Source: an optimization exercise on an open RTL-to-GDS flow (aim: small area and a short achievable clock period). Production flows keep margins and buffers that such runs may drop.
Where RTL was checked, it was by simulation tests only, not by an equivalence proof against the original.
No functional check of the RTL was part of runs 1 to 4.
Power and IR drop assume default switching activity.

**flow/design.v**
```verilog
`timescale 1ns / 1ps
module top (
    input             clk,
    input      [15:0] x,
    input      [15:0] y,
    output reg [31:0] Q_p
);
  wire [15:0] ax, ay;
  wire        s;
  roba_in u_in (.x(x), .y(y), .ax(ax), .ay(ay), .s(s));
  reg  [15:0] ax_r, ay_r;
  reg         s_r;
  always @(posedge clk) begin
    ax_r <= ax;
    ay_r <= ay;
    s_r  <= s;
  end
  wire [30:0] p;
  roba_mid u_mid (.ax(ax_r), .ay(ay_r), .s(s_r), .p(p));
  always @(posedge clk)
    Q_p <= {s_r, p};
endmodule
module roba_in (
    input  [15:0] x,
    input  [15:0] y,
    output [15:0] ax,
    output [15:0] ay,
    output        s
);
  wire [15:0] mx, my;
  wire        nzx, nzy;
  roba_abs absx (.v(x), .a(mx), .nz(nzx));
  roba_abs absy (.v(y), .a(my), .nz(nzy));
  assign ax = mx & {16{nzy}};
  assign ay = my & {16{nzx}};
  assign s  = (x[15] ^ y[15]) & nzx & nzy;
endmodule
module roba_abs (
    input  [15:0] v,
    output [15:0] a,
    output        nz
);
  wire [15:0] o;    
  roba_por #(.N(16)) por (.i(v), .o(o));
  assign a  = v ^ ({o[14:0], 1'b0} & {16{v[15]}});
  assign nz = o[15];
endmodule
module roba_mid (
    input  [15:0] ax,
    input  [15:0] ay,
    input         s,
    output [30:0] p
);
  wire [3:0]  ex, ey;
  wire [13:0] dx;
  roba_exp rx (.a(ax), .e(ex), .d(dx));
  roba_exp ry (.a(ay), .e(ey), .d());
  wire [30:0] a0 = {15'd0, ay};
  wire [30:0] a1 = ex[0] ? {a0[29:0], 1'd0} : a0;
  wire [30:0] a2 = ex[1] ? {a1[28:0], 2'd0} : a1;
  wire [30:0] a3 = ex[2] ? {a2[26:0], 4'd0} : a2;
  wire [30:0] A  = ex[3] ? {a3[22:0], 8'd0} : a3;
  wire [30:0] b0 = {{17{dx[13]}}, dx};
  wire [30:0] b1 = ey[0] ? {b0[29:0], 1'd0} : b0;
  wire [30:0] b2 = ey[1] ? {b1[28:0], 2'd0} : b1;
  wire [30:0] b3 = ey[2] ? {b2[26:0], 4'd0} : b2;
  wire [30:0] B  = ey[3] ? {b3[22:0], 8'd0} : b3;
  roba_add #(.N(31)) add (.a(A), .b(B), .inv(s), .s(p));
endmodule
module roba_exp (
    input  [15:0] a,
    output [3:0]  e,
    output [13:0] d
);
  wire [15:0] m;
  wire [15:0] ar, orr;    
  genvar j;
  generate
    for (j = 0; j < 16; j = j + 1) begin : g_r
      assign ar[j] = a[15-j];
      assign m[15-j] = (j == 0) ? 1'b0 : orr[j-1];
    end
  endgenerate
  roba_por #(.N(16)) por (.i(ar), .o(orr));
  wire [16:1] ge;
  assign ge[1]  = m[0];
  assign ge[2]  = m[1];
  generate
    for (j = 3; j < 16; j = j + 1) begin : g_ge
      assign ge[j] = m[j-1] | (a[j-1] & a[j-2]);
    end
  endgenerate
  assign ge[16] = 1'b0;
  assign e[3] = ge[8];
  assign e[2] = ge[4] & ~ge[8] | ge[12];
  assign e[1] = ge[2] & ~ge[4] | ge[6] & ~ge[8] | ge[10] & ~ge[12] | ge[14];
  assign e[0] = ge[1] & ~ge[2] | ge[3] & ~ge[4] | ge[5] & ~ge[6] | ge[7] & ~ge[8]
              | ge[9] & ~ge[10] | ge[11] & ~ge[12] | ge[13] & ~ge[14] | ge[15];
  wire [15:3] upt;
  generate
    for (j = 3; j < 16; j = j + 1) begin : g_up
      assign upt[j] = a[j-1] & a[j-2] & ~m[j-1];
    end
  endgenerate
  wire up = |upt;
  generate
    for (j = 0; j < 14; j = j + 1) begin : g_d
      assign d[j] = m[j] ? a[j] : up;
    end
  endgenerate
endmodule
module roba_por #(parameter N = 16) (
    input  [N-1:0] i,
    output [N-1:0] o
);
  localparam L = $clog2(N);
  wire [N-1:0] t [0:L];
  assign t[0] = i;
  genvar l, k;
  generate
    for (l = 0; l < L; l = l + 1) begin : lv
      for (k = 0; k < N; k = k + 1) begin : bt
        if ((k >> l) & 1) begin : op
          assign t[l+1][k] = t[l][k] | t[l][((k >> l) << l) - 1];
        end else begin : pass
          assign t[l+1][k] = t[l][k];
        end
      end
    end
  endgenerate
  assign o = t[L];
endmodule
module roba_add #(parameter N = 31) (
    input  [N-1:0] a,
    input  [N-1:0] b,
    input          inv,
    output [N-1:0] s
);
  localparam L = $clog2(N);
  wire [N-1:0] G [0:2*L-1];
  wire [N-1:0] P [0:2*L-1];
  assign G[0] = a & b;
  assign P[0] = a ^ b;
  genvar l, i;
  generate
    for (l = 0; l < L; l = l + 1) begin : up
      for (i = 0; i < N; i = i + 1) begin : bt
        if (((i + 1) % (1 << (l + 1))) == 0) begin : op
          assign G[l+1][i] = G[l][i] | (P[l][i] & G[l][i-(1<<l)]);
          assign P[l+1][i] = P[l][i] & P[l][i-(1<<l)];
        end else begin : pass
          assign G[l+1][i] = G[l][i];
          assign P[l+1][i] = P[l][i];
        end
      end
    end
    for (l = L - 1; l >= 1; l = l - 1) begin : dn
      for (i = 0; i < N; i = i + 1) begin : bt
        if (((i + 1) % (1 << l)) == (1 << (l - 1)) && i >= (1 << l)) begin : op
          assign G[2*L-l][i] = G[2*L-l-1][i] | (P[2*L-l-1][i] & G[2*L-l-1][i-(1<<(l-1))]);
          assign P[2*L-l][i] = P[2*L-l-1][i] & P[2*L-l-1][i-(1<<(l-1))];
        end else begin : pass
          assign G[2*L-l][i] = G[2*L-l-1][i];
          assign P[2*L-l][i] = P[2*L-l-1][i];
        end
      end
    end
  endgenerate
  assign s = (P[0] ^ {N{inv}}) ^ {G[2*L-1][N-2:0], 1'b0};
endmodule
```
**flow/flow/run.sh**
```bash
#!/bin/bash
# Own layout flow: the standard ORFS flow with these changes:
#  - synthesis keeps the modules named in KEEP (flattened again at the end, as the standard flow's script
#    does) so that ABC maps each with a script of its own (ABC_PLAN: module:script pairs);
#  - ports get PORT_BUF buffers;
#  - timing repair aims SETUP_MARGIN ns below the clock period.
# Every tool's output goes to a log file in the work folder (and ORFS's own logs under orfs/logs).
set -euo pipefail
WORK=$(pwd)
FLOWDIR=$WORK/flow
source $FLOWDIR/settings.sh

cp config.mk my_config.mk
cat >> my_config.mk <<EOC
export SETUP_SLACK_MARGIN = ${SETUP_MARGIN}
export TNS_END_PERCENT = 100
export BUFFER_PORTS_ARGS = -buffer_cell ${PORT_BUF}
export SYNTH_KEEP_MODULES = ${KEEP:-}
EOC
[ -n "${EXTRA_MK:-}" ] && printf '%b\n' "$EXTRA_MK" >> my_config.mk

# synthesis script: the standard flow's, with abc run once per module of ABC_PLAN, each with its own script
{
  echo "proc abc {args} {"
  echo "  set i [lsearch -exact \$args -script]"
  echo "  foreach {mod scr} {${ABC_PLAN}} {"
  echo "    set a \$args"
  echo "    lset a [expr {\$i + 1}] $FLOWDIR/\$scr"
  echo "    yosys abc {*}\$a \$mod"
  echo "  }"
  echo "}"
  cat synth_recipe.tcl
} > my_synth.tcl

make -C "$FLOW_HOME" DESIGN_CONFIG=$WORK/my_config.mk WORK_HOME=$WORK/orfs CLKGATE_MAP_FILE= \
  SYNTH_SCRIPT=$WORK/my_synth.tcl finish > $WORK/make_finish.log 2>&1

RES=$WORK/orfs/results/$FLOW_PLATFORM/top/base
: # left out here: write the final layout as DEF
```
**flow/flow/amap.abc**
```
strash; dch -f; amap
```
**flow/flow/fast.abc**
```
strash; dch -f; map -D 700; topo; buffer -N 6; upsize -D 700; dnsize -D 700; stime -p
```
**flow/flow/mid.abc**
```
strash; dch -f; map -D 2600 -f; topo; buffer -N 8; upsize -D 2600; dnsize -D 2600; stime -p
```
**flow/flow/settings.sh**
```bash
SETUP_MARGIN=8
PORT_BUF=sky130_fd_sc_hd__buf_1
KEEP="roba_in roba_mid"
ABC_PLAN="roba_in fast.abc roba_mid mid.abc top amap.abc"
EXTRA_MK='export ADDER_MAP_FILE ='
```
**flow/flow/u2500.abc**
```
strash; dch -f; map -D 2500 -f; topo; buffer -N 8; upsize -D 2500; dnsize -D 2500; stime -p
```
**flow/flow/u3000.abc**
```
strash; dch -f; map -D 3000 -f; topo; buffer -N 8; upsize -D 3000; dnsize -D 3000; stime -p
```
**flow/standard.sh**
```bash
#!/bin/bash
# synth_recipe.tcl (not shown) runs the flow's synth.tcl, then flattens the netlist and writes it again
# the make line also repeats each setting of config.mk as NAME=value (left out here)
make -C /OpenROAD-flow-scripts/flow DESIGN_CONFIG=/design/flow/config.mk WORK_HOME=/design/flow/orfs CLKGATE_MAP_FILE= SYNTH_SCRIPT=/design/flow/synth_recipe.tcl "${@:-finish}"
```
**flow/config.mk**
```make
export PLATFORM = sky130hd
export DESIGN_NAME = top
export DESIGN_NICKNAME = top
export VERILOG_FILES = /design/flow/design.v
export SDC_FILE = /design/flow/constraint.sdc
export NUM_CORES = 8
export LEC_CHECK = 0
export CAP_MARGIN = 20
export CORE_MARGIN = 2
export CORE_UTILIZATION = 40
export SLEW_MARGIN = 20
```
**flow/constraint.sdc**
```tcl
create_clock -name core_clock -period 14.0 [get_ports {clk}]
set_input_delay 2.8000 -clock core_clock [delete_from_list [all_inputs] [get_ports {clk}]]
set_output_delay 2.8000 -clock core_clock [all_outputs]
set_load 0.01 [all_outputs]
```
==> results of run 1 <==
## cells by family (layout without fill, tap and decap cells)
logic type | Yosys count | in the layout | share of synthesized area
buf+inv | 144 | 176 | 0.0945
simple gates | 661 | 661 | 0.452
xor+xnor | 65 | 65 | 0.0937
flops | 65 | 65 | 0.199
compound gates | 172 | 172 | 0.160
## layer usage
metal,up-vias,GRT usage,routed length [um]
li1,3570,-,-
met1,2779,0.253,8160
met2,159,0.312,7380
met3,37,0.0292,629
met4,0,0.0882,489
met5,-,0,0
## metrics by stage
| stage | hold slack [ns] | cells | util | setup slack (ns) | instance area [sq um] |
|---|---|---|---|---|---|
| floorplan | 0.357 | 1107 | - | 10.21 | 6540 |
| global placement | 0.614 | 1339 | 0.427 | 9.03 | 6810 |
| detailed placement | 0.611 | 1339 | 0.427 | 8.94 | 6810 |
| CTS | 0.619 | 1355 | 0.446 | 8.95 | 7110 |
| global route | 0.631 | 1355 | 0.446 | 8.33 | 7110 |
| finish | 0.613 | 1355 | 0.446 | 8.90 | 7110 |
## worst reg2reg max path: cells and delay by family (launching register included)
kind / cells / cell delay, ns
compound gates: 3 / 0.42
buf+inv: 4 / 1.10
simple gates: 17 / 3.16
flops: 1 / 0.33
## layout by cell type, fill, tap and decap left out, drive strengths merged, types with 7 or more instances in the layout
master / netlist / layout
nand2: 401 / 401
nor2: 149 / 149
inv: 94 / 94
o21ai: 71 / 71
buf: 21 / 66
dfxtp: 65 / 65
xor2: 58 / 58
a21oi: 57 / 57
nand3: 56 / 56
or2: 17 / 17
clkbuf: 27 / 12
nor3: 11 / 11
o22ai: 10 / 10
nand4: 8 / 8
a211oi: 7 / 7
## modules after synthesis, one instance, submodules excluded
module | times used | cells | flops+latches | cell area, sq um
roba_mid | 1 | 873 | 0 | 4290
top | 1 | 65 | 65 | 1300
roba_in | 1 | 169 | 0 | 953
## final cells by class
| type | count | area (sq um) | area share |
|---|---|---|---|
| clock buffer | 12 | 256 | 0.0361 |
| clock inverter | 4 | 51.3 | 0.00721 |
| inverter | 94 | 355 | 0.0500 |
| multi-input combinational | 898 | 4620 | 0.650 |
| sequential | 65 | 1300 | 0.183 |
| tap | 216 | 270 | 0.0380 |
| timing repair buffer | 66 | 255 | 0.0359 |
## synthesized netlist by cell type (3+ instances only)
cell type  number
nand2_1       390
nor2_1        118
inv_1          84
dfxtp_1        65
xor2_1         54
a21oi_1        53
nand3_1        50
o21ai_1        37
o21ai_0        29
clkbuf_1       26
nor2_2         24
nand2_2        11
buf_2          10
o22ai_1        10
or2_1          10
inv_2           9
a211oi_1        7
buf_4           7
nor3_1          7
nand3_2         6
nor2_4          6
xnor2_1         6
nand4_1         5
o21a_1          5
o21ai_2         5
o21bai_1        5
and2_1          4
nand3b_1        4
nor3_2          4
o211a_1         4
or2_2           4
xor2_2          4
and3_1          3
buf_6           3
nand4_4         3
nor4_1          3
## worst paths after layout
check / startpoint / end / slack, ns / cells past startpoint
min reg2reg: s_r / Q_p[31] / 0.61 / 1
min: s_r / Q_p[31] / 0.61 / 1
max: ax_r[14] / Q_p[27] / 8.90 / 24
max reg2reg: ax_r[14] / Q_p[27] / 8.90 / 24
## registers in the layout, summed over array words and instances, names as in the netlist
| name | flops |
|---|---|
| Q_p | 32 |
| ax_r | 16 |
| ay_r | 16 |
| s_r | 1 |
## where the power goes
part	internal (mW)	total, mW	switching [mW]
Clock	0.148	0.234	0.0866
Sequential	0.226	0.239	0.0130
Combinational	0.136	0.393	0.257
==> impl_metrics.tcl, run 1 <==
set metrics [dict create \
    start_kind "flop" \
    cp-end-kind "flop" \
    syn_inst 1107 \
    ir_drop_v 0.0000618 \
    hp-class "flop to flop" \
    p_total_uw 866 \
    first_iter_violations 298 \
    nFillCells 1787 \
    drc_errors 0 \
    synth_nets 1140 \
    crit_type "flop to flop" \
    fin_nets 1167 \
    async_flop_share 0 \
    status "no timing/DRC/antenna violations" \
    die_w_um 132 \
    io_buffers 64 \
    tns_ns 0 \
    worstPathCellList "nor2_2, nand2_2, nor2_2, inv_4, nor2_2, inv_2, nor2_1, nor2_2, inv_1, nand3_1, nand2_1, o21ai_1, inv_1, nor2_2, nor2_1, nand2_1, nor2_1, nand3_1, a31oi_4, o21ai_1, nand2_1, nand2_1, nand3_1, nand2_1" \
    path_buf_inv 4 \
    drv_cap 0 \
    cts_tree "yes" \
    setup_viol 0 \
    syn_area_sq_um 6540 \
    fp.dieH_um 132 \
    ant_nets 0 \
    die-area_sq_um 17400 \
    ios 65 \
    wl_per_cell_um 12.3 \
    ctsHoldBuffers 0 \
    finClkSkew_ns 0.0105 \
    yosys_most_used_dff "dfxtp_1" \
    yosys.area.top_type "nand2_1" \
    grt.total_usage 0.193 \
    rows 46 \
    grt-ovfl-total 0 \
    drt-pass1-iter-count 5 \
    hold_viol 0 \
    fmax_ghz 0.196 \
    maxSlewHeadroom 0.308 \
    synth.top_cell.area_share 0.224 \
    ys_seq_area_frac 0.199 \
    slew_violations 0 \
    worstPathArrival_ns 5.34 \
    rsz0062_at_grt "no" \
    cts.sinks 65 \
    cts-resized-gates 0 \
    clk_latency_ns 0.35 \
    place_congestion 0.961 \
    grt_pass1_wl_um 27800 \
    synth_edf_count 0 \
    grt_pass1_vias 5922 \
    wl_um 16700 \
    power.density_nw_per_um2 122 \
    ys_types 61 \
    min_period_ns 5.10 \
    ys_ff_latch 65 \
    num_vias 6545 \
    root_buffer "clkbuf_16" \
    cp_max_fo 28 \
    clkSlewWorstSetupHoldPaths_ns 0.06 \
    drive_gt1_frac 0.0957 \
    grt_start_max_net_pins 34 \
    htreeDepth 3 \
    clock_path_buffers 2 \
    ys.warnings.count 3 \
    avgSynthCellArea_sq_um 5.91 \
    worstPathRequired_ns 14.24 \
    antenna_found_initial 0 \
    worst_pin_slew_ns 1.04 \
    initial_utilization 0.410 \
    fin_crit_sh 0.364 \
    dpl.hpwl_um 13400 \
    viasPerCell 4.83 \
    p_leak_nw 3.40 \
    antenna_cells 0 \
    crit_family "simple AND/OR/NAND/NOR gates" \
    coreArea_sq_um 15900 \
    synth.area.top_cells "nand2_1, dfxtp_1, xor2_1" \
    cts_buffers 9 \
    post-cts-setup-buffer-count 0 \
    cpPeakStageDelay_ns 0.79 \
    slowest_stage "nor2_2" \
    area_growth_pct 8.72 \
]
==> run 2, diff against run 1 <==
==> flow/flow/settings.sh (replaced) <==
SETUP_MARGIN=9
PORT_BUF=sky130_fd_sc_hd__buf_1
KEEP="roba_in roba_mid"
ABC_PLAN="roba_in fast.abc roba_mid mid.abc top amap.abc"
EXTRA_MK='export ADDER_MAP_FILE ='
==> impl_metrics.tcl, run 2 <==
set metrics [dict create \
    drv_cap 0 \
    grt_start_max_net_pins 34 \
    reg_top3 "Q_p x32, ax_r x16, ay_r x16" \
    grt.total_usage 0.193 \
    drt-pass1-iter-count 8 \
    ir_drop_v 0.0000619 \
    slowest_stage "nor2_4" \
    ys_seq_area_frac 0.199 \
    grt_pass1_vias 5922 \
    coreArea_sq_um 15900 \
    fp.dieH_um 132 \
    r2r_cells 24 \
    dp_cells 1339 \
    cpPeakStageDelay_ns 0.49 \
    fmax_ghz 0.223 \
    clkSlewWorstSetupHoldPaths_ns 0.06 \
    layout_common_cells "nand2_1, nor2_1, inv_1" \
    yosys.area.top_type "nand2_1" \
    finClkSkew_ns 0.0110 \
    tns_ns 0 \
    final_common_cell "nand2_1" \
    slew_violations 0 \
    synth.area.top_cells "nand2_1, dfxtp_1, xor2_1" \
    area_growth_pct 9.06 \
    nFillCells 1789 \
    syn_inst 1107 \
    wl_per_cell_um 12.3 \
    start_kind "flop" \
    min_period_ns 4.48 \
    setup_viol 0 \
    grt_pass1_wl_um 27800 \
    yosys_most_used_dff "dfxtp_1" \
    worstPathCellList "nor2_2, nand2_2, nor2_2, inv_4, nor2_4, inv_2, nor2_1, nor2_4, clkinvlp_4, nand3_1, nand2_1, o21ai_1, inv_1, nor2_2, nor2_1, nand2_1, nor2_1, nand3_1, a31oi_4, o21ai_1, nand2_1, nand2_1, nand3_1, nand2_1" \
    place_congestion 0.961 \
    clock_path_buffers 2 \
    cp-end-kind "flop" \
    ys.warnings.count 3 \
    post-cts-setup-buffer-count 0 \
    antenna_found_initial 0 \
    cts_tree "yes" \
    ys_types 61 \
    ctsHoldBuffers 0 \
    largest_reg_flops 32 \
    hold_viol 0 \
    io_buffers 64 \
    ff_latch_area_sq_um 1300 \
    cpMostUsedCell "nand2_1" \
    worstPathArrival_ns 4.73 \
    crit_type "flop to flop" \
    syn_area_sq_um 6540 \
    synth_nets 1140 \
    htreeDepth 3 \
    async_flop_share 0 \
    wl_um 16700 \
    cts.sinks 65 \
    grt-ovfl-total 0 \
    clk_latency_ns 0.35 \
    root_buffer "clkbuf_16" \
    yosysMostFrequentCell "nand2_1" \
    fin_nets 1167 \
    p_leak_nw 3.40 \
    fin_crit_sh 0.320 \
    ant_nets 0 \
    multi_input_area_sq_um 4640 \
    hp-class "flop to flop" \
    drive_gt1_frac 0.0975 \
    power.density_nw_per_um2 121 \
    dpl.hpwl_um 13400 \
    viasPerCell 4.85 \
    maxSlewHeadroom 0.516 \
    avgSynthCellArea_sq_um 5.91 \
    hold_depth 1 \
    drc_errors 0 \
    synth_edf_count 0 \
    die_w_um 132 \
    cp_max_fo 28 \
    worst_pin_slew_ns 0.727 \
    cts_buffers 9 \
    rows 46 \
    worstPathRequired_ns 14.24 \
    die-area_sq_um 17400 \
    fin_cells 1355 \
    ios 65 \
    first_iter_violations 322 \
    timing.hold.ws_ns 0.614 \
    num_vias 6568 \
    antenna_cells 0 \
    rsz0062_at_grt "no" \
    synth.top_cell.area_share 0.224 \
    synth_common_cells "nand2_1, nor2_1, inv_1" \
    initial_utilization 0.410 \
    regMostFlops "Q_p" \
    status "no timing/DRC/antenna violations" \
    ys_ff_latch 65 \
]
-- run 2: cell counts after synthesis --
No cell type changed its count.
-- run 2: worst max-delay path: cells and delay by family (launching register included) --
kind | cells | cell delay [ns]
flip-flops | 1 | 0.33
AND/OR/NAND/NOR | 17 | 2.82
buffers and inverters | 4 | 0.81
AO/OA/AOI/OAI | 3 | 0.42
-- run 2: metal layers --
metal	GRT usage	wire length (um)
met5	0	0
met4	0.0882	486
met3	0.0292	628
met2	0.312	7420
met1	0.253	8160
-- run 2: worst paths after layout --
path         startpoint       to  slack, ns
min                 s_r  Q_p[31]       0.61
max            ax_r[14]  Q_p[27]       9.52
max reg2reg    ax_r[14]  Q_p[27]       9.52
min reg2reg         s_r  Q_p[31]       0.61
-- run 2: logic make-up (layout without fill, tap and decap cells) --
family | Yosys count | after routing | synth area share
AND/OR/NAND/NOR | 661 | 661 | 0.452
AO/OA/AOI/OAI | 172 | 172 | 0.160
buffers and inverters | 144 | 176 | 0.0945
XOR/XNOR | 65 | 65 | 0.0937
flip-flops | 65 | 65 | 0.199
-- run 2: area by class of cell --
| type | instances | share of cell area |
|---|---|---|
| multi-input cells | 898 | 0.650 |
| repair buffers | 66 | 0.0358 |
| well taps | 216 | 0.0379 |
| clock inverters | 4 | 0.00719 |
| flip-flops and latches | 65 | 0.182 |
| inverters | 94 | 0.0509 |
| clock buffers | 12 | 0.0359 |
-- run 2: power breakdown --
part / total, mW / switching [mW] / internal, mW
clock network: 0.234 / 0.0868 / 0.148
registers: 0.239 / 0.0131 / 0.226
logic: 0.393 / 0.256 / 0.137
total: 0.867 / 0.356 / 0.510
-- run 2: what timing repair did --
action / 4_1_cts / 5_1_grt
gates cloned: 0 / 0
gates resized for setup: 1 / 4
pin swaps: 0 / 0
endpoints found under the setup margin: 5 / 10
-- run 2: per-module statistics from Yosys (local to each module, per instance) --
module    flip-flops and latches  cells inside  copies in the design  cell area, sq um
roba_in                        0           169                     1               953
roba_mid                       0           873                     1              4290
top                           65            65                     1              1300
-- run 2: through the flow --
stage	utilization	total power, mW	setup slack [ns]	cell area, sq um
after global placement	0.427	0.634	9.03	6810
after CTS	0.446	0.875	9.38	7120
final	0.448	0.867	9.52	7140
after floorplan	-	0.551	10.21	6540
after global routing	0.448	0.938	9.06	7140
after detailed placement	0.427	0.635	8.94	6810
==> run 3, diff against run 2 <==
--- a/flow/design.v
+++ b/flow/design.v
@@ -55,17 +55,32 @@
   wire [13:0] dx;
   roba_exp rx (.a(ax), .e(ex), .d(dx));
   roba_exp ry (.a(ay), .e(ey), .d());
-  wire [30:0] a0 = {15'd0, ay};
-  wire [30:0] a1 = ex[0] ? {a0[29:0], 1'd0} : a0;
-  wire [30:0] a2 = ex[1] ? {a1[28:0], 2'd0} : a1;
-  wire [30:0] a3 = ex[2] ? {a2[26:0], 4'd0} : a2;
-  wire [30:0] A  = ex[3] ? {a3[22:0], 8'd0} : a3;
-  wire [30:0] b0 = {{17{dx[13]}}, dx};
-  wire [30:0] b1 = ey[0] ? {b0[29:0], 1'd0} : b0;
-  wire [30:0] b2 = ey[1] ? {b1[28:0], 2'd0} : b1;
-  wire [30:0] b3 = ey[2] ? {b2[26:0], 4'd0} : b2;
-  wire [30:0] B  = ey[3] ? {b3[22:0], 8'd0} : b3;
-  roba_add #(.N(31)) add (.a(A), .b(B), .inv(s), .s(p));
+  wire [30:0] A, B;
+  roba_shl_a sha (.d(ay), .e(ex), .o(A));    
+  roba_shl_b shb (.d(dx), .e(ey), .o(B));    
+  roba_add add (.a(A), .b(B), .inv(s), .s(p));
+endmodule
+module roba_shl_a (
+    input  [15:0] d,
+    input  [3:0]  e,
+    output [30:0] o
+);
+  wire [30:0] a0 = {15'd0, d};
+  wire [30:0] a1 = e[0] ? {a0[29:0], 1'd0} : a0;
+  wire [30:0] a2 = e[1] ? {a1[28:0], 2'd0} : a1;
+  wire [30:0] a3 = e[2] ? {a2[26:0], 4'd0} : a2;
+  assign o = e[3] ? {a3[22:0], 8'd0} : a3;
+endmodule
+module roba_shl_b (
+    input  [13:0] d,
+    input  [3:0]  e,
+    output [30:0] o
+);
+  wire [30:0] b0 = {{17{d[13]}}, d};
+  wire [30:0] b1 = e[0] ? {b0[29:0], 1'd0} : b0;
+  wire [30:0] b2 = e[1] ? {b1[28:0], 2'd0} : b1;
+  wire [30:0] b3 = e[2] ? {b2[26:0], 4'd0} : b2;
+  assign o = e[3] ? {b3[22:0], 8'd0} : b3;
 endmodule
 module roba_exp (
     input  [15:0] a,
@@ -130,13 +145,14 @@
   endgenerate
   assign o = t[L];
 endmodule
-module roba_add #(parameter N = 31) (
-    input  [N-1:0] a,
-    input  [N-1:0] b,
-    input          inv,
-    output [N-1:0] s
+module roba_add (
+    input  [30:0] a,
+    input  [30:0] b,
+    input         inv,
+    output [30:0] s
 );
-  localparam L = $clog2(N);
+  localparam N = 31;
+  localparam L = 5;
   wire [N-1:0] G [0:2*L-1];
   wire [N-1:0] P [0:2*L-1];
   assign G[0] = a & b;
==> flow/flow/add.abc (new file) <==
strash; dch -f; map -D 1300; topo; buffer -N 8; upsize -D 1300; dnsize -D 1300; stime -p
==> flow/flow/exp.abc (new file) <==
strash; dch -f; map -D 900; topo; buffer -N 8; upsize -D 900; dnsize -D 900; stime -p
==> flow/flow/settings.sh (replaced) <==
SETUP_MARGIN=9
PORT_BUF=sky130_fd_sc_hd__buf_1
KEEP="roba_in roba_exp roba_shl_a roba_shl_b roba_add"
ABC_PLAN="roba_in fast.abc roba_exp exp.abc roba_shl_a amap.abc roba_shl_b amap.abc roba_add add.abc top amap.abc"
EXTRA_MK='export ADDER_MAP_FILE ='
==> impl_metrics.tcl, run 3 <==
set metrics [dict create \
    coreArea_sq_um 14500 \
    ios 65 \
    met2WireLength_um 7180 \
    ir_drop_v 0.0000625 \
    drc_errors 0 \
    hold_path_startpoint "s_r" \
    multi_input_area_sq_um 4180 \
    r2r_cells 25 \
    avgSynthCellArea_sq_um 6.72 \
    place_congestion 0.886 \
    combPwrFrac 0.433 \
    drive_gt1_frac 0.105 \
    min_period_ns 4.58 \
    grt_pass1_vias 5514 \
    placedInstanceArea_sq_um 6330 \
    final_common_cell "nor2_1" \
    initial_utilization 0.408 \
    die-area_sq_um 15800 \
    timing.rr.end "Q_p[30]" \
    crit_type "flop to flop" \
    worstPathArrival_ns 4.81 \
    seq_power_share 0.281 \
    dpl.hpwl_um 12400 \
    syn_area_sq_um 5930 \
    r2r_slack_ns 9.42 \
    die_w_um 126 \
    area_growth_pct 13.9 \
    ff_latch_area_sq_um 1300 \
    io_buffers 64 \
    clkSlewWorstSetupHoldPaths_ns 0.05 \
    start_kind "flop" \
    layout_common_cells "nor2_1, nand2_1, a21oi_1" \
    wl_met3_um 708 \
    grt-ovfl-total 0 \
    ant_nets 0 \
    hold-path-endpoint "Q_p[31]" \
    cts_tree "yes" \
    drv_cap 0 \
    r2r_start "ay_r[13]" \
    fin_nets 984 \
    regMostFlops "Q_p" \
    fmax_ghz 0.218 \
    htreeDepth 3 \
    viasPerCell 5.29 \
    syn_inst 883 \
    fp.dieH_um 126 \
    first_iter_violations 461 \
    status "no timing/DRC/antenna violations" \
    wl_um 15700 \
    tns_ns 0 \
    rows 44 \
    num_vias 6032 \
    maxSlewHeadroom 0.378 \
    finClkSkew_ns 0.00344 \
    switching_share 0.385 \
    drt-pass1-iter-count 5 \
    grt_start_max_net_pins 28 \
    cp-end-kind "flop" \
    intPower_uw 535 \
    worst_pin_slew_ns 0.928 \
    root_buffer "clkbuf_16" \
    clock_path_buffers 2 \
    fin_ws_ns 9.42 \
    hp-class "flop to flop" \
    nFillCells 1549 \
    antenna_found_initial 0 \
    p_leak_nw 2.82 \
    power.density_nw_per_um2 129 \
    synth_nets 916 \
    ctsHoldBuffers 0 \
    place_ws_ns 8.57 \
    grt_pass1_wl_um 26600 \
    cp_max_fo 24 \
    antenna_cells 0 \
    switching_power_uw 335 \
    hold_depth 1 \
    worstPathRequired_ns 14.23 \
    cts.sinks 65 \
    fin_area_sq_um 6760 \
    finish.utilization 0.465 \
    reg_top3 "Q_p x32, ax_r x16, ay_r x16" \
    wl_per_cell_um 13.8 \
    rsz0062_at_grt "no" \
    hold_viol 0 \
    fin_crit_sh 0.327 \
    dr.max_layer_used "met4" \
    setup_viol 0 \
    cts_buffers 9 \
    grt.total_usage 0.202 \
    ys.warnings.count 3 \
    slew_violations 0 \
    clk_latency_ns 0.34 \
    clkPwrFrac 0.285 \
    wl_met1_um 7600 \
    largest_reg_flops 32 \
]
[run 3: area by class of cell]
cell class              instances  share of cell area
clock buffers                  11              0.0374
inverters                      94              0.0539
well taps                     184              0.0341
clock inverters                 5              0.0115
multi-input cells             702               0.618
flip-flops and latches         65               0.193
repair inverters                1             0.00111
repair buffers                 78              0.0511
[run 3: how the worst max path moves through the flow]
stage / startpoint / endpoint / slack [ns] / depth (start not counted)
floorplan: ax_r[15] / Q_p[29] / 9.13 / 21
global placement: ax_r[13] / Q_p[29] / 8.53 / 24
detailed placement: ax_r[15] / Q_p[30] / 8.57 / 24
CTS: ay_r[13] / Q_p[30] / 9.01 / 23
global route: ay_r[13] / Q_p[29] / 8.96 / 25
finish: ay_r[13] / Q_p[30] / 9.42 / 25
[run 3: critical path, cell delays in order (launching register included)]
cell,delay [ns]
dfxtp_1,0.43
nor2_2,0.07
nand2_2,0.11
inv_4,0.04
nand2_4,0.10
inv_1,0.06
nand2_2,0.35
a21oi_1,0.09
a211oi_1,0.23
nand4_1,0.14
buf_4,0.20
buf_4,0.14
o22a_1,0.22
o22a_1,0.22
o22ai_1,0.31
o21ai_0,0.24
nand2_1,0.12
inv_1,0.08
nor2_1,0.20
inv_1,0.06
nor3_1,0.25
nand3_1,0.19
o21ai_4,0.28
a21oi_2,0.12
o211ai_1,0.17
nand2_1,0.06
[run 3: stage by stage]
step	power, mW	hold slack, ns	std cells
finish	0.871	0.586	1140
global route	0.932	0.612	1140
CTS	0.868	0.598	1131
detailed placement	0.615	0.598	1114
global placement	0.616	0.591	1114
floorplan	0.527	0.326	883
[run 3: power by group through the flow]
stage | clock (mW) | combinational [mW] | sequential [mW]
floorplan | 0 | 0.263 | 0.264
global placement | 0 | 0.366 | 0.249
detailed placement | 0 | 0.365 | 0.249
CTS | 0.253 | 0.370 | 0.245
global route | 0.261 | 0.421 | 0.250
finish | 0.248 | 0.378 | 0.245
[run 3: per-layer routing]
metal	vias up	track usage
met1	2680	0.276
met2	147	0.332
met4	0	0.0517
met3	15	0.0365
met5	-	0
li1	3190	-
[run 3: timing repair]
| item | 4_1_cts | 5_1_grt |
|---|---|---|
| setup buffers | 1 | 8 |
| pin swaps | 2 | 1 |
| endpoints found under the setup margin | 19 | 20 |
| gates cloned | 0 | 1 |
| endpoints found under the hold margin | 0 | 0 |
| resized for setup | 4 | 4 |
==> run 4, diff against run 3 <==
==> flow/flow/settings.sh (replaced) <==
SETUP_MARGIN=9.5
PORT_BUF=sky130_fd_sc_hd__buf_1
KEEP="roba_in roba_exp roba_shl_a roba_shl_b roba_add"
ABC_PLAN="roba_in fast.abc roba_exp exp.abc roba_shl_a amap.abc roba_shl_b amap.abc roba_add add.abc top amap.abc"
EXTRA_MK='export ADDER_MAP_FILE ='
==> impl_metrics.tcl, run 4 <==
set metrics [dict create \
    grt_start_max_net_pins 28 \
    cts_tree "yes" \
    grt.total_usage 0.199 \
    worstPathRequired_ns 14.24 \
    final_common_cell "nor2_1" \
    grt_pass1_vias 5438 \
    drt-pass1-iter-count 7 \
    status "no timing/DRC/antenna violations" \
    cp-end-kind "flop" \
    hold_viol 0 \
    clk_latency_ns 0.35 \
    tns_ns 0 \
    fmax_ghz 0.232 \
    nFillCells 1539 \
    rsz0062_at_grt "no" \
    drv_cap 0 \
    root_buffer "clkbuf_16" \
    dpl.hpwl_um 12300 \
    initial_utilization 0.408 \
    antenna_found_initial 0 \
    start_kind "flop" \
    place_congestion 0.915 \
    syn_area_sq_um 5930 \
    r2r_slack_ns 9.69 \
    fin_crit_sh 0.308 \
    cts_buffers 9 \
    num_vias 6227 \
    largest_reg_flops 32 \
    cp_max_fo 16 \
    viasPerCell 5.40 \
    ys.warnings.count 3 \
    synth_nets 916 \
    rows 44 \
    dp_cells 1111 \
    worst_pin_slew_ns 0.922 \
    fin_area_sq_um 7070 \
    layout_common_cells "nor2_1, nand2_1, a21oi_1" \
    power.density_nw_per_um2 121 \
    placedInstanceArea_sq_um 6310 \
    worstPathArrival_ns 4.55 \
    ant_nets 0 \
    p_leak_nw 2.90 \
    ios 65 \
    wl_per_cell_um 14.2 \
    hp-class "flop to flop" \
    antenna_cells 0 \
    slew_violations 0 \
    die_w_um 126 \
    fin_cells 1154 \
    syn_inst 883 \
    drive_gt1_frac 0.156 \
    crit_type "flop to flop" \
    timing.hold.ws_ns 0.589 \
    grt_pass1_wl_um 26000 \
    min_period_ns 4.31 \
    reg_top3 "Q_p x32, ax_r x16, ay_r x16" \
    cts.sinks 65 \
    coreArea_sq_um 14500 \
    fin_nets 999 \
    die-area_sq_um 15800 \
    htreeDepth 3 \
    wl_um 16400 \
    maxSlewHeadroom 0.382 \
    fp.dieH_um 126 \
    regMostFlops "Q_p" \
    first_iter_violations 357 \
    clkSlewWorstSetupHoldPaths_ns 0.06 \
    area_growth_pct 19.2 \
    finClkSkew_ns 0.00721 \
    drc_errors 0 \
    avgSynthCellArea_sq_um 6.72 \
    clock_path_buffers 2 \
    io_buffers 64 \
    grt-ovfl-total 0 \
    setup_viol 0 \
    ir_drop_v 0.0000618 \
]
-- run 4: worst paths after layout --
kind,start,end,cells after the start
worst max-delay path,ax_r[11],Q_p[30],27
worst min-delay path,s_r,Q_p[31],1
worst max register to register,ax_r[11],Q_p[30],27
worst min register to register,s_r,Q_p[31],1
-- run 4: repair_timing --
action | in CTS | in global routing
endpoints found under the setup margin | 27 | 20
setup buffers | 7 | 18
gates resized for setup | 10 | 49
cloned | 0 | 3
pin swaps | 3 | 13
hold buffers | 0 | 0
-- run 4: area by class of cell --
type | instances | area (sq um) | area share
Timing Repair Buffer | 92 | 452 | 0.0639
Inverter | 94 | 380 | 0.0538
Clock inverter | 2 | 12.5 | 0.00177
Multi-Input combinational cell | 703 | 4410 | 0.624
Timing Repair inverter | 1 | 7.51 | 0.00106
Sequential cell | 65 | 1310 | 0.185
Clock buffer | 13 | 270 | 0.0382
Tap cell | 184 | 230 | 0.0326
-- run 4: through the flow --
step | worst slack [ns] | utilization | total power, mW
after global placement | 8.52 | 0.434 | 0.615
final | 9.69 | 0.486 | 0.855
after detailed placement | 8.49 | 0.434 | 0.614
after CTS | 9.52 | 0.461 | 0.837
after floorplan | 9.51 | - | 0.527
after global routing | 9.45 | 0.486 | 0.912
-- run 4: metal layers --
layer  part of all wire  GRT usage  up-vias
met5                  0          0        -
met4              0.024     0.0776        0
met3              0.058     0.0395       38
met2               0.45      0.316      206
met1               0.47      0.267     2766
li1                   -          -     3217
-- run 4: worst max-delay path, stage by stage, from the launching register on --
cell	delay (ns)
dfxtp_1	0.39
inv_2	0.08
nand2_2	0.10
nor3_4	0.05
nand2_4	0.15
clkinvlp_4	0.18
nand2_8	0.11
a21oi_1	0.05
a211oi_1	0.20
nand4_1	0.12
buf_4	0.18
buf_4	0.16
inv_8	0.10
o22a_1	0.22
o22a_1	0.19
o22a_1	0.17
nor2_1	0.05
a21oi_1	0.17
or2_1	0.16
nand2_1	0.09
nor3_2	0.16
nand2_1	0.15
o21a_1	0.22
a21boi_4	0.17
o21ai_4	0.25
a21oi_2	0.11
o211ai_1	0.17
nand2_1	0.07
-- run 4: report_power, final --
part | total, mW | internal [mW] | switching [mW]
sequential | 0.247 | 0.227 | 0.0201
combinational | 0.395 | 0.153 | 0.242
clock | 0.213 | 0.133 | 0.0804
total | 0.855 | 0.512 | 0.343
==> run 5, diff against run 4 <==
--- a/flow/design.v
+++ b/flow/design.v
@@ -124,11 +124,10 @@
     end
   endgenerate
 endmodule
-module roba_por #(parameter N = 16) (
+module roba_por #(parameter N = 16, parameter L = 4) (
     input  [N-1:0] i,
     output [N-1:0] o
 );
-  localparam L = $clog2(N);
   wire [N-1:0] t [0:L];
   assign t[0] = i;
   genvar l, k;
==> impl_metrics.tcl, run 5 <==
set metrics [dict create \
    worstPathRequired_ns 14.24 \
    avgSynthCellArea_sq_um 6.72 \
    htreeDepth 3 \
    root_buffer "clkbuf_16" \
    final_common_cell "nor2_1" \
    antenna_found_initial 0 \
    fmax_ghz 0.232 \
    crit_type "flop to flop" \
    num_vias 6227 \
    grt_pass1_wl_um 26000 \
    syn_inst 883 \
    clkSlewWorstSetupHoldPaths_ns 0.06 \
    die-area_sq_um 15800 \
    path_buf_inv 5 \
    synth_nets 916 \
    start_kind "flop" \
    grt-ovfl-total 0 \
    fin_nets 999 \
    finish.utilization 0.486 \
    hp-class "flop to flop" \
    regMostFlops "Q_p" \
    die_w_um 126 \
    initial_utilization 0.408 \
    largest_reg_flops 32 \
    io_buffers 64 \
    grt_start_max_net_pins 28 \
    power.density_nw_per_um2 121 \
    first_iter_violations 357 \
    area_growth_pct 19.2 \
    fin_crit_sh 0.308 \
    antenna_cells 0 \
    status "no timing/DRC/antenna violations" \
    finClkSkew_ns 0.00721 \
    ir_drop_v 0.0000618 \
    ant_nets 0 \
    clk_latency_ns 0.35 \
    cts_tree "yes" \
    drc_errors 0 \
    tns_ns 0 \
    rows 44 \
    cp-end-kind "flop" \
    wl_um 16400 \
    drt-pass1-iter-count 7 \
    cpPeakStageDelay_ns 0.39 \
    setup_viol 0 \
    crit_family "compound AO/OA/AOI/OAI gates" \
    cp_max_fo 16 \
    grt_pass1_vias 5438 \
    ff_latch_area_sq_um 1310 \
    cts.sinks 65 \
    ios 65 \
    clock_path_buffers 2 \
    min_period_ns 4.31 \
    fp.dieH_um 126 \
    reg_top3 "Q_p x32, ax_r x16, ay_r x16" \
    nFillCells 1539 \
    maxSlewHeadroom 0.382 \
    wl_per_cell_um 14.2 \
    ctsHoldBuffers 0 \
    drive_gt1_frac 0.156 \
    rsz0062_at_grt "no" \
    coreArea_sq_um 14500 \
    slowest_stage "dfxtp_1" \
    syn_area_sq_um 5930 \
    hold_viol 0 \
    cts_buffers 9 \
    slew_violations 0 \
    viasPerCell 5.40 \
    worst_pin_slew_ns 0.922 \
    ys.warnings.count 3 \
    drv_cap 0 \
    grt.total_usage 0.199 \
    layout_common_cells "nor2_1, nand2_1, a21oi_1" \
    place_congestion 0.915 \
    worstPathArrival_ns 4.55 \
    p_leak_nw 2.90 \
    multi_input_area_sq_um 4410 \
    dpl.hpwl_um 12300 \
]
## run 5: metrics by stage
step	instance area, sq um	cells	setup WS (ns)	hold slack [ns]	total power [mW]
detailed placement	6310	1111	8.49	0.594	0.614
finish	7070	1154	9.69	0.589	0.855
CTS	6700	1133	9.52	0.593	0.837
global route	7070	1154	9.45	0.615	0.912
floorplan	5950	883	9.51	0.326	0.527
global placement	6310	1111	8.52	0.590	0.615
## run 5: worst reg2reg max path, stage by stage (launching register included)
cell and delay (ns):
dfxtp_1 0.39, inv_2 0.08, nand2_2 0.10, nor3_4 0.05, nand2_4 0.15, clkinvlp_4 0.18
nand2_8 0.11, a21oi_1 0.05, a211oi_1 0.20, nand4_1 0.12, buf_4 0.18, buf_4 0.16
inv_8 0.10, o22a_1 0.22, o22a_1 0.19, o22a_1 0.17, nor2_1 0.05, a21oi_1 0.17
or2_1 0.16, nand2_1 0.09, nor3_2 0.16, nand2_1 0.15, o21a_1 0.22, a21boi_4 0.17
o21ai_4 0.25, a21oi_2 0.11, o211ai_1 0.17, nand2_1 0.07
## run 5: routing by layer
layer	share of wire	up-vias	global-route usage
li1	-	3217	-
met4	0.024	0	0.0776
met5	0	-	0
met3	0.058	38	0.0395
met2	0.45	206	0.316
met1	0.47	2766	0.267
## run 5: where the power goes
group	leakage (nW)	switching [mW]	total, mW	internal, mW
Clock	0.138	0.0804	0.213	0.133
Combinational	2.22	0.242	0.395	0.153
Sequential	0.547	0.0201	0.247	0.227
Total	2.90	0.343	0.855	0.512
## run 5: cell type report
class / instances / share of cell area
multi-input combinational: 703 / 0.624
sequential: 65 / 0.185
timing repair buffer: 92 / 0.0639
inverter: 94 / 0.0538
clock buffer: 13 / 0.0382
tap: 184 / 0.0326
clock inverter: 2 / 0.00177
timing repair inverter: 1 / 0.00106
## run 5: worst paths after layout
path / endpoint / start / cells past startpoint / slack [ns]
worst max-delay path: Q_p[30] / ax_r[11] / 27 / 9.69
worst min-delay path: Q_p[31] / s_r / 1 / 0.59
worst max register to register: Q_p[30] / ax_r[11] / 27 / 9.69
worst min register to register: Q_p[31] / s_r / 1 / 0.59
## run 5: timing repair
action                     4_1_cts  5_1_grt
pin swaps                        3       13
gates resized for setup         10       49
buffers inserted                 7       18
gates cloned                     0        3
setup endpoints to repair       27       20

static timing again, ports no longer ideal:
How much do the figures lean on ideal ports? The routed layouts below were timed once more, with nothing changed but the port constraints.
Step 1 (the two cells are an assumption about what drives the block):
set clk [get_ports {clk}]
set_driving_cell -lib_cell sky130_fd_sc_hd__clkbuf_16 $clk
set_driving_cell -lib_cell sky130_fd_sc_hd__buf_2 [delete_from_list [all_inputs] $clk]
Step 2, shift: input delay + t, output delay - t, t = (earliest + latest rising clock arrival at the registers) / 2. This alone moves slack from input paths to output paths.
a / b / c = ideal ports / drivers / drivers and shift; a / b = the first two.
| run | shift t [ns] | slack for setup (ns) | worst setup path at the end |
|---|---|---|---|
| run 1 | 0.383 | 8.902 / 8.902 / 8.902 | register to register |
| run 2 | 0.384 | 9.516 / 9.516 / 9.516 | register to register |
| run 3 | 0.380 | 9.418 / 9.418 / 9.418 | register to register |
| run 4 | 0.387 | 9.689 / 9.689 / 9.612 | input to register |
| run 5 | 0.387 | 9.689 / 9.689 / 9.612 | input to register |
After both steps setup and hold are still met in every run listed.
